Background: an optimization exercise with open tools, aiming at small area and a short achievable clock period. Do not read the settings as production practice.
RTL that was checked went through simulation tests only; none was proved equivalent to the original.
Power figures rest on the tool's default switching activity, not on a simulated workload.

==> build 65 <==
==> flow/design.v (excerpt) <==
module mod3_1(
  input clk,
  input reset_n,
  input signed [22:0] a,
  input signed [22:0] b,
  input signed [16:0] c,
  output signed [39:0] y
);
==> flow/config.mk <==
export PLATFORM = sky130hd
export DESIGN_NAME = mod3_1
export DESIGN_NICKNAME = mod3_1
export VERILOG_FILES = /design/flow/design.v
export SDC_FILE = /design/flow/constraint.sdc
export NUM_CORES = 4
export LEC_CHECK = 0
export ABC_AREA = 1
export CAP_MARGIN = 20
export CORE_MARGIN = 2
export CORE_UTILIZATION = 40
export SETUP_SLACK_MARGIN = 2.5
export SLEW_MARGIN = 20
==> flow/constraint.sdc <==
create_clock -name core_clock -period 7.0 [get_ports {clk}]
set_input_delay 1.4000 -clock core_clock [delete_from_list [all_inputs] [get_ports {clk}]]
set_output_delay 1.4000 -clock core_clock [all_outputs]
set_load 0.01 [all_outputs]
run.sh (not shown) runs the stock make flow with config.mk's settings and CLKGATE_MAP_FILE= SYNTH_SCRIPT=/design/flow/synth_recipe.tcl, a recipe that flattens the netlist after the stock synthesis.
==> inputs of build 43, as changes to build 65 <==
Settings changed: SETUP_SLACK_MARGIN 2.5 to not set.
==> summary of the runs <==
Of build 43 and build 65, build 65 has the higher fmax (gap about 4%, measured against build 65).
Cell count is about the same in build 43 and build 65.
In count of clock-buffer cells in the layout, build 65 and build 43 do not differ.
Global-route usage is the same in build 65 and build 43.
In routed wire length, build 65 and build 43 hardly differ.
Die area is the same in build 65 and build 43.
In build 65 the non-clock buffer count is higher than in build 43, by 1.
Against build 43, the critical path depth of build 65 is higher by 1.
==> figures <==
| metric | build 65 | build 43 |
|---|---|---|
| Design internal power | 0.00434 W | 0.00434 W |
| Setup clock skew after layout | 17.9 ps | 17.7 ps |
| Multi-input gate share of total cell area | 60.5% | 60.5% |
| Final total power | 0.00896 W | 0.00897 W |
| Register-to-register setup slack | 2980 ps | 2990 ps |
| Power density cells | 508 nW/um^2 | 509 nW/um^2 |
| DR vias/cell | 5.14 | 5.11 |
| DRC violation total after the first TritonRoute iteration | 887 | 870 |
| Run status | no timing/DRC/antenna violations | no timing/DRC/antenna violations |
| Post-Layout Inst Area | 17600 sq um | 17600 sq um |
| Final worst setup slack | 2670 ps | 2490 ps |
| Highest clock rate | 231 MHz | 222 MHz |
| Detailed Route WL | 44800 microns | 44800 microns |
| Area of the multi-input gates | 10700 sq um | 10700 sq um |
| Area grow syn2layout | 13.1% | 13.1% |
| Share of total power consumed by net switching | 51.6% | 51.6% |
| Layout cells sized above 1 | 4.36% | 4.26% |

---

==> run Z <==
mod3_1, a different RTL version from the one above (not shown whole).
==> flow/config.mk <==
export PLATFORM = sky130hd
export DESIGN_NAME = mod3_1
export DESIGN_NICKNAME = mod3_1
export VERILOG_FILES = /design/flow/design.v
export SDC_FILE = /design/flow/constraint.sdc
export NUM_CORES = 4
export LEC_CHECK = 0
export ABC_AREA = 1
export CAP_MARGIN = 20
export CORE_MARGIN = 2
export CORE_UTILIZATION = 65
export CTS_BUF_LIST = sky130_fd_sc_hd__clkbuf_8
export SLEW_MARGIN = 70
==> flow/constraint.sdc <==
create_clock -name core_clock -period 7.0 [get_ports {clk}]
set_input_delay 1.4000 -clock core_clock [delete_from_list [all_inputs] [get_ports {clk}]]
set_output_delay 1.4000 -clock core_clock [all_outputs]
set_load 0.01 [all_outputs]
standard.sh (not shown) runs the stock make flow with config.mk's settings and CLKGATE_MAP_FILE= SYNTH_SCRIPT=/design/flow/synth_recipe.tcl, a recipe that flattens the netlist after the stock synthesis.
==> flow/flow/run.sh <==
#!/bin/bash
# Layout flow: the standard layout (standard.sh) with two changes:
#  1. synthesis runs Yosys's synth with -noabc, so the generic "abc -fast" pass does not
#     restructure the design's adder cells before extract_fa; everything else in the
#     synthesis script (synth_recipe.tcl and ORFS synth.tcl) is unchanged.
#  2. the port buffers that place inserts are sky130_fd_sc_hd__buf_1 (buffer_ports
#     -buffer_cell) instead of the cell buffer_ports picks by default.
set -euo pipefail
work=$PWD
sed 's/synth -nofsm -noshare {\*}\$args/synth -nofsm -noshare -noabc {*}$args/' \
  synth_recipe.tcl > flow_synth.tcl
grep -q -- '-noabc' flow_synth.tcl
bash standard.sh "SYNTH_SCRIPT=$work/flow_synth.tcl" \
  "BUFFER_PORTS_ARGS=-buffer_cell ${PORT_BUF:-sky130_fd_sc_hd__buf_1}" finish \
  > flow_make.log 2>&1
==> run Y (differences from run Z) <==
Settings changed: SETUP_SLACK_MARGIN set to 3.4.
==> comparison table <==
item	run Z	run Y
Skew-Pair Late Insertion Delay	0.48 ns	0.47 ns
Transition time at the pin with the least slew margin	0.443 ns	0.444 ns
Final critical path time including I/O delays and setup	3.80 ns	3.59 ns
Max rail drop VDD	0.000290 V	0.000290 V
Sequential share of cell area	0.197	0.189
Internal Pwr Total	3.98 mW	4.47 mW
Peak fanout along the critical path	6	4
Reg-to-reg critical path startpoint	d2n[8]	d2n[21]
Seq power	1.58 mW	1.67 mW
Fill count	1769	1637
Clock network power	0.672 mW	0.670 mW
Result of the run	no timing/DRC/antenna violations	no timing/DRC/antenna violations
Combinational Power Share	0.721	0.740
Share of the core filled with cells	0.703	0.742
DRC marker count from the first detailed-route iteration	911	1034
Leakage power total	7.03 nW	7.26 nW
Total Routed Length	34500 µm	35800 µm
Sum of routed wire segments on met1	15000 µm	15600 µm
Clock Network Area Fraction	0.0271	0.0257
Critical Path Stages	10	13
Total power density per cell area	528 mW/mm²	558 mW/mm²
Layout overhead on the synthesized area	6.34%	12.2%
No functional check of the RTL was part of any run of this note.

---

==> trial 83 <==
Another version of the RTL of mod3_1 (not shown whole).
Design mod3_1, start of the top module:
module mod3_1(
  input clk,
  input reset_n,
  input signed [22:0] a,
  input signed [22:0] b,
  input signed [16:0] c,
  output signed [39:0] y
);
==> flow/config.mk <==
export PLATFORM = sky130hd
export DESIGN_NAME = mod3_1
export DESIGN_NICKNAME = mod3_1
export VERILOG_FILES = /design/flow/design.v
export SDC_FILE = /design/flow/constraint.sdc
export NUM_CORES = 4
export LEC_CHECK = 0
export ABC_AREA = 1
export CAP_MARGIN = 20
export CORE_MARGIN = 2
export CORE_UTILIZATION = 65
export CTS_BUF_LIST = sky130_fd_sc_hd__clkbuf_8
export SETUP_SLACK_MARGIN = 3.6
export SLEW_MARGIN = 70
==> flow/constraint.sdc <==
create_clock -name core_clock -period 7.0 [get_ports {clk}]
set_input_delay 1.4000 -clock core_clock [delete_from_list [all_inputs] [get_ports {clk}]]
set_output_delay 1.4000 -clock core_clock [all_outputs]
set_load 0.01 [all_outputs]
Scripts as last shown in full above: flow/flow/run.sh
==> inputs of build 73, as changes to trial 83 <==
Settings changed: SETUP_SLACK_MARGIN 3.6 to 3.4.
==> comparison table <==
| item | trial 83 | build 73 |
|---|---|---|
| Result of the run | finished clean | finished clean |
| Worst slew pin tran | 0.4431 ns | 0.4458 ns |
| Total of plain and repair buffers excluding clock buffers | 133 | 118 |
| Final worst path period need | 3.383 ns | 3.485 ns |
| Post-CTS setup-driven buffer insertion count | 2 | 0 |
| Layout fillers | 1770 | 1873 |
| Global-route met3 utilization | 7.033% | 6.865% |
| Metal3 WL | 3.543 mm | 3.639 mm |
| Switching Share | 47.69% | 48.12% |
| Net switching power | 3.890 mW | 3.837 mW |
| Worst setup slack before clock tree synthesis | 3.335 ns | 3.298 ns |
| Depth of the most critical reg-to-reg path | 7 | 9 |
| Most frequent standard cell in the layout excluding fill and tap cells | xor2_1 | nand2_1 |
| Via count of the first global-routing pass | 11.48k | 11.85k |
| Startpoint of the most critical setup path | d2n[10]$_DFF_P_ | h0[16]$_DFF_P_ |
| Average via count per standard cell | 5.795 | 5.786 |
| Power in combinational cells | 5.46 mW | 5.34 mW |
| # placed instances | 1969 | 1974 |
| Post-detailed-route wirelength per cell | 18.11 um | 17.96 um |
| Int Pwr | 4.266 mW | 4.137 mW |
No run of this note included a check of the RTL's function; only the layout flow was run.

---

==> inputs of run D <==
Another version of the RTL of mod3_1 (not shown whole).
## mod3_1
module mod3_1(
  input clk,
  input reset_n,
  input signed [22:0] a,
  input signed [22:0] b,
  input signed [16:0] c,
  output signed [39:0] y
);
  reg [23:0] d1n, d2n;
  reg r1q, f1q;
  reg [8:0] one_q, two_q, neg_q, onen_q, twon_q;
  reg [11:0] ylo;
  reg cyq;
  reg [27:0] h0;
  reg [27:0] h1;
  reg kq;
  wire kill = ~reset_n | f1q;
  wire [8:0] one_w, two_w, neg_w;
  wire [16:0] c1 = c;
  assign one_w[0] = c1[0] ^ 1'b0;
  assign two_w[0] = (c1[1] & ~c1[0] & ~1'b0) | (~c1[1] & c1[0] & 1'b0);
  assign neg_w[0] = c1[1];
  assign one_w[1] = c1[2] ^ c1[1];
  assign two_w[1] = (c1[3] & ~c1[2] & ~c1[1]) | (~c1[3] & c1[2] & c1[1]);
  assign neg_w[1] = c1[3];
  assign one_w[2] = c1[4] ^ c1[3];
  assign two_w[2] = (c1[5] & ~c1[4] & ~c1[3]) | (~c1[5] & c1[4] & c1[3]);
  assign neg_w[2] = c1[5];
  assign one_w[3] = c1[6] ^ c1[5];
  assign two_w[3] = (c1[7] & ~c1[6] & ~c1[5]) | (~c1[7] & c1[6] & c1[5]);
  assign neg_w[3] = c1[7];
  assign one_w[4] = c1[8] ^ c1[7];
  assign two_w[4] = (c1[9] & ~c1[8] & ~c1[7]) | (~c1[9] & c1[8] & c1[7]);
  assign neg_w[4] = c1[9];
  assign one_w[5] = c1[10] ^ c1[9];
  assign two_w[5] = (c1[11] & ~c1[10] & ~c1[9]) | (~c1[11] & c1[10] & c1[9]);
  assign neg_w[5] = c1[11];
  assign one_w[6] = c1[12] ^ c1[11];
  assign two_w[6] = (c1[13] & ~c1[12] & ~c1[11]) | (~c1[13] & c1[12] & c1[11]);
  assign neg_w[6] = c1[13];
  assign one_w[7] = c1[14] ^ c1[13];
  assign two_w[7] = (c1[15] & ~c1[14] & ~c1[13]) | (~c1[15] & c1[14] & c1[13]);
  assign neg_w[7] = c1[15];
  assign one_w[8] = c1[16] ^ c1[15];
  assign two_w[8] = (c1[16] & ~c1[16] & ~c1[15]) | (~c1[16] & c1[16] & c1[15]);
  assign neg_w[8] = c1[16];
  wire one0 = ~onen_q[0], two0 = ~twon_q[0], neg0 = neg_q[0];
  wire one1 = ~onen_q[1], two1 = ~twon_q[1], neg1 = neg_q[1];
  wire one2 = ~onen_q[2], two2 = ~twon_q[2], neg2 = neg_q[2];
  ...
Settings: LEC_CHECK=0, ABC_AREA=1, CAP_MARGIN=20, CORE_MARGIN=2, CORE_UTILIZATION=65, CTS_BUF_LIST=sky130_fd_sc_hd__clkbuf_8, CTS_CLUSTER_DIAMETER=60, CTS_CLUSTER_SIZE=30, SETUP_SLACK_MARGIN=3.4, SLEW_MARGIN=70; clock period 7.0 ns.
Scripts as last shown in full above: flow/flow/run.sh
==> run P: changes against run D <==
==> flow/config.mk (replaced) <==
export PLATFORM = sky130hd
export DESIGN_NAME = mod3_1
export DESIGN_NICKNAME = mod3_1
export VERILOG_FILES = /design/flow/design.v
export SDC_FILE = /design/flow/constraint.sdc
export NUM_CORES = 4
export LEC_CHECK = 0
export ABC_AREA = 1
export CAP_MARGIN = 20
export CORE_MARGIN = 2
export CORE_UTILIZATION = 40
export CTS_BUF_LIST = sky130_fd_sc_hd__clkbuf_8
export SETUP_SLACK_MARGIN = 3.8
export SLEW_MARGIN = 70
==> run M: changes against run D <==
--- a/flow/design.v
+++ b/flow/design.v
@@ -11,11 +11,10 @@
   reg [8:0] one_q, two_q, neg_q, onen_q, twon_q;
   reg [11:0] ylo;
   reg cyq;
   reg [27:0] h0;
   reg [27:0] h1;
-  reg kq;
   wire kill = ~reset_n | f1q;
   wire [8:0] one_w, two_w, neg_w;
   wire [16:0] c1 = c;
   assign one_w[0] = c1[0] ^ 1'b0;
   assign two_w[0] = (c1[1] & ~c1[0] & ~1'b0) | (~c1[1] & c1[0] & 1'b0);
@@ -1711,79 +1710,79 @@
   assign pg692 = pg676 | (pp677 & pg686);
   assign pp693 = pp677 & pp687;
   assign pg694 = pg678 | (pp679 & pg686);
   assign pp695 = pp679 & pp687;
   wire [11:0] ylo_d;
-  assign ylo_d[0] = fp632;
-  assign ylo_d[1] = fp634 ^ fg633;
-  assign ylo_d[2] = fp636 ^ pg656;
-  assign ylo_d[3] = fp638 ^ pg668;
-  assign ylo_d[4] = fp640 ^ pg670;
-  assign ylo_d[5] = fp642 ^ pg680;
-  assign ylo_d[6] = fp644 ^ pg682;
-  assign ylo_d[7] = fp646 ^ pg684;
-  assign ylo_d[8] = fp648 ^ pg686;
-  assign ylo_d[9] = fp650 ^ pg688;
-  assign ylo_d[10] = fp652 ^ pg690;
-  assign ylo_d[11] = fp654 ^ pg692;
+  assign ylo_d[0] = (fp632) & ~kill;
+  assign ylo_d[1] = (fp634 ^ fg633) & ~kill;
+  assign ylo_d[2] = (fp636 ^ pg656) & ~kill;
+  assign ylo_d[3] = (fp638 ^ pg668) & ~kill;
+  assign ylo_d[4] = (fp640 ^ pg670) & ~kill;
+  assign ylo_d[5] = (fp642 ^ pg680) & ~kill;
+  assign ylo_d[6] = (fp644 ^ pg682) & ~kill;
+  assign ylo_d[7] = (fp646 ^ pg684) & ~kill;
+  assign ylo_d[8] = (fp648 ^ pg686) & ~kill;
+  assign ylo_d[9] = (fp650 ^ pg688) & ~kill;
+  assign ylo_d[10] = (fp652 ^ pg690) & ~kill;
+  assign ylo_d[11] = (fp654 ^ pg692) & ~kill;
   wire [27:0] h0_d, h1_d;
-  assign h0_d[0] = co575;
-  assign h1_d[0] = s576;
-  assign h0_d[1] = co577;
-  assign h1_d[1] = s578;
-  assign h0_d[2] = co579;
-  assign h1_d[2] = s580;
-  assign h0_d[3] = co581;
-  assign h1_d[3] = s582;
-  assign h0_d[4] = co583;
-  assign h1_d[4] = s584;
-  assign h0_d[5] = co585;
-  assign h1_d[5] = s586;
-  assign h0_d[6] = co587;
-  assign h1_d[6] = s588;
-  assign h0_d[7] = co589;
-  assign h1_d[7] = s590;
-  assign h0_d[8] = co591;
-  assign h1_d[8] = s592;
-  assign h0_d[9] = co593;
-  assign h1_d[9] = s594;
-  assign h0_d[10] = co595;
-  assign h1_d[10] = s596;
-  assign h0_d[11] = co597;
-  assign h1_d[11] = s598;
-  assign h0_d[12] = co599;
-  assign h1_d[12] = s600;
-  assign h0_d[13] = co601;
-  assign h1_d[13] = s602;
-  assign h0_d[14] = co603;
-  assign h1_d[14] = s604;
-  assign h0_d[15] = co605;
-  assign h1_d[15] = s606;
-  assign h0_d[16] = co607;
-  assign h1_d[16] = s608;
-  assign h0_d[17] = co609;
-  assign h1_d[17] = s610;
-  assign h0_d[18] = co611;
-  assign h1_d[18] = s612;
-  assign h0_d[19] = co613;
-  assign h1_d[19] = s614;
-  assign h0_d[20] = co615;
-  assign h1_d[20] = s616;
-  assign h0_d[21] = co617;
-  assign h1_d[21] = s618;
-  assign h0_d[22] = co619;
-  assign h1_d[22] = s620;
-  assign h0_d[23] = co621;
-  assign h1_d[23] = s622;
-  assign h0_d[24] = co623;
-  assign h1_d[24] = s624;
-  assign h0_d[25] = co625;
-  assign h1_d[25] = s626;
-  assign h0_d[26] = co627;
-  assign h1_d[26] = s628;
-  assign h0_d[27] = co629;
-  assign h1_d[27] = s630;
+  assign h0_d[0] = (co575) & ~kill;
+  assign h1_d[0] = (s576) & ~kill;
+  assign h0_d[1] = (co577) & ~kill;
+  assign h1_d[1] = (s578) & ~kill;
+  assign h0_d[2] = (co579) & ~kill;
+  assign h1_d[2] = (s580) & ~kill;
+  assign h0_d[3] = (co581) & ~kill;
+  assign h1_d[3] = (s582) & ~kill;
+  assign h0_d[4] = (co583) & ~kill;
+  assign h1_d[4] = (s584) & ~kill;
+  assign h0_d[5] = (co585) & ~kill;
+  assign h1_d[5] = (s586) & ~kill;
+  assign h0_d[6] = (co587) & ~kill;
+  assign h1_d[6] = (s588) & ~kill;
+  assign h0_d[7] = (co589) & ~kill;
+  assign h1_d[7] = (s590) & ~kill;
+  assign h0_d[8] = (co591) & ~kill;
+  assign h1_d[8] = (s592) & ~kill;
+  assign h0_d[9] = (co593) & ~kill;
+  assign h1_d[9] = (s594) & ~kill;
+  assign h0_d[10] = (co595) & ~kill;
+  assign h1_d[10] = (s596) & ~kill;
+  assign h0_d[11] = (co597) & ~kill;
+  assign h1_d[11] = (s598) & ~kill;
+  assign h0_d[12] = (co599) & ~kill;
+  assign h1_d[12] = (s600) & ~kill;
+  assign h0_d[13] = (co601) & ~kill;
+  assign h1_d[13] = (s602) & ~kill;
+  assign h0_d[14] = (co603) & ~kill;
+  assign h1_d[14] = (s604) & ~kill;
+  assign h0_d[15] = (co605) & ~kill;
+  assign h1_d[15] = (s606) & ~kill;
+  assign h0_d[16] = (co607) & ~kill;
+  assign h1_d[16] = (s608) & ~kill;
+  assign h0_d[17] = (co609) & ~kill;
+  assign h1_d[17] = (s610) & ~kill;
+  assign h0_d[18] = (co611) & ~kill;
+  assign h1_d[18] = (s612) & ~kill;
+  assign h0_d[19] = (co613) & ~kill;
+  assign h1_d[19] = (s614) & ~kill;
+  assign h0_d[20] = (co615) & ~kill;
+  assign h1_d[20] = (s616) & ~kill;
+  assign h0_d[21] = (co617) & ~kill;
+  assign h1_d[21] = (s618) & ~kill;
+  assign h0_d[22] = (co619) & ~kill;
+  assign h1_d[22] = (s620) & ~kill;
+  assign h0_d[23] = (co621) & ~kill;
+  assign h1_d[23] = (s622) & ~kill;
+  assign h0_d[24] = (co623) & ~kill;
+  assign h1_d[24] = (s624) & ~kill;
+  assign h0_d[25] = (co625) & ~kill;
+  assign h1_d[25] = (s626) & ~kill;
+  assign h0_d[26] = (co627) & ~kill;
+  assign h1_d[26] = (s628) & ~kill;
+  assign h0_d[27] = (co629) & ~kill;
+  assign h1_d[27] = (s630) & ~kill;
   wire [29:0] ax696, bx697, sm698;
   assign ax696 = {1'b0, h0[27], h0[26], h0[25], h0[24], h0[23], h0[22], h0[21], h0[20], h0[19], h0[18], h0[17], h0[16], h0[15], h0[14], h0[13], h0[12], h0[11], h0[10], h0[9], h0[8], h0[7], h0[6], h0[5], h0[4], h0[3], h0[2], h0[1], h0[0], 1'b1};
   assign bx697 = {1'b0, h1[27], h1[26], h1[25], h1[24], h1[23], h1[22], h1[21], h1[20], h1[19], h1[18], h1[17], h1[16], h1[15], h1[14], h1[13], h1[12], h1[11], h1[10], h1[9], h1[8], h1[7], h1[6], h1[5], h1[4], h1[3], h1[2], h1[1], h1[0], cyq};
   assign sm698 = ax696 + bx697;
   wire [39:0] sum;
@@ -1825,21 +1824,20 @@
   assign sum[35] = sm698[24];
   assign sum[36] = sm698[25];
   assign sum[37] = sm698[26];
   assign sum[38] = sm698[27];
   assign sum[39] = sm698[28];
-  assign y = sum & {40{~kq}};
+  assign y = sum;
   always @(posedge clk) begin
     d1n <= ~dsub;
     r1q <= ~reset_n;
     d2n <= d1n;
     f1q <= ~reset_n | r1q;
     onen_q <= ~one_w;
     twon_q <= ~two_w;
     neg_q <= neg_w;
     ylo <= ylo_d;
-    cyq <= pg694;
+    cyq <= (pg694) & ~kill;
     h0 <= h0_d;
     h1 <= h1_d;
-    kq <= kill;
   end
 endmodule
==> flow/config.mk (replaced) <==
export PLATFORM = sky130hd
export DESIGN_NAME = mod3_1
export DESIGN_NICKNAME = mod3_1
export VERILOG_FILES = /design/flow/design.v
export SDC_FILE = /design/flow/constraint.sdc
export NUM_CORES = 4
export LEC_CHECK = 0
export ABC_AREA = 1
export CAP_MARGIN = 20
export CORE_MARGIN = 2
export CORE_UTILIZATION = 40
export SLEW_MARGIN = 70
==> comparison table <==
Highest net fanout along the worst path: run M 4; run P 5; run D 5
Crit-path max cell delay: run M 510 ps; run P 370 ps; run D 410 ps
Detailed route wirelength on metal3: run M 2480 um; run P 2810 um; run D 3350 um
Detail Placement HPWL: run M 28100 um; run P 27500 um; run D 26000 um
Power spent charging and discharging nets: run M 3.48 mW; run P 4.51 mW; run D 4.30 mW
Result of the run: run M finished clean; run P finished clean; run D finished clean
Syn Nets: run M 2067; run P 2005; run D 2005
Maximum VDD drop: run M 0.200 mV; run P 0.212 mV; run D 0.337 mV
Worst hold-check slack: run M 323 ps; run P 323 ps; run D 321 ps
Flip-flop and latch area: run M 3000 sq um; run P 3120 sq um; run D 3030 sq um
Total global-route track usage: run M 19.8%; run P 20.2%; run D 31.0%
Routed metal-1 wire length: run M 17500 um; run P 17400 um; run D 15000 um
Global routing met2 resource utilization: run M 30.9%; run P 31.8%; run D 49.1%
Global-route track usage on met1: run M 27.7%; run P 28.3%; run D 43.1%
Count of nets after finishing: run M 2080; run P 2077; run D 2021
No functional check of the RTL was part of run M.

port drivers added, routing unchanged:
The flow's constraints put no driver on any port. The routed layouts listed below were extracted and timed again, unchanged, in two steps. Step 1 (the two cells are an assumption about what drives the block):
set clk [get_ports {clk}]
set_driving_cell -lib_cell sky130_fd_sc_hd__clkbuf_16 $clk
set_driving_cell -lib_cell sky130_fd_sc_hd__buf_2 [delete_from_list [all_inputs] $clk]
Step 2 adds t to the input delays and takes it off the output delays; t is the mean of the earliest and latest rising clock arrival at the registers after step 1. Input paths then give back, and output paths get back, about the clock's delay inside the block. Slacks: no drivers / after step 1 / after step 2; pairs: no drivers / after step 1.
run | shift t [ns] | setup slack, ns | worst data-port slew with drivers (ns)
build 65 | 0.492 | 2.674 / 2.621 / 2.853 | 0.04
build 43 | 0.491 | 2.486 / 2.435 / 2.852 | 0.04
run Z | 0.514 | 3.195 / 3.149 / 3.264 | 0.07
run Y | 0.502 | 3.413 / 3.367 / 3.265 | 0.07
trial 83 | 0.520 | 3.617 / 3.617 / 3.362 | 0.05
build 73 | 0.506 | 3.515 / 3.474 / 3.315 | 0.05
run D | 0.490 | 3.488 / 3.445 / 3.362 | 0.04
run P | 0.521 | 3.494 / 3.446 / 3.457 | 0.04
run M | 0.482 | 3.202 / 3.153 / 3.317 | 0.06
After both steps every run listed still meets setup and hold. For trial 83, which loses most, drivers alone change the setup slack by 0.000 ns; drivers and shift together by -0.255 ns.
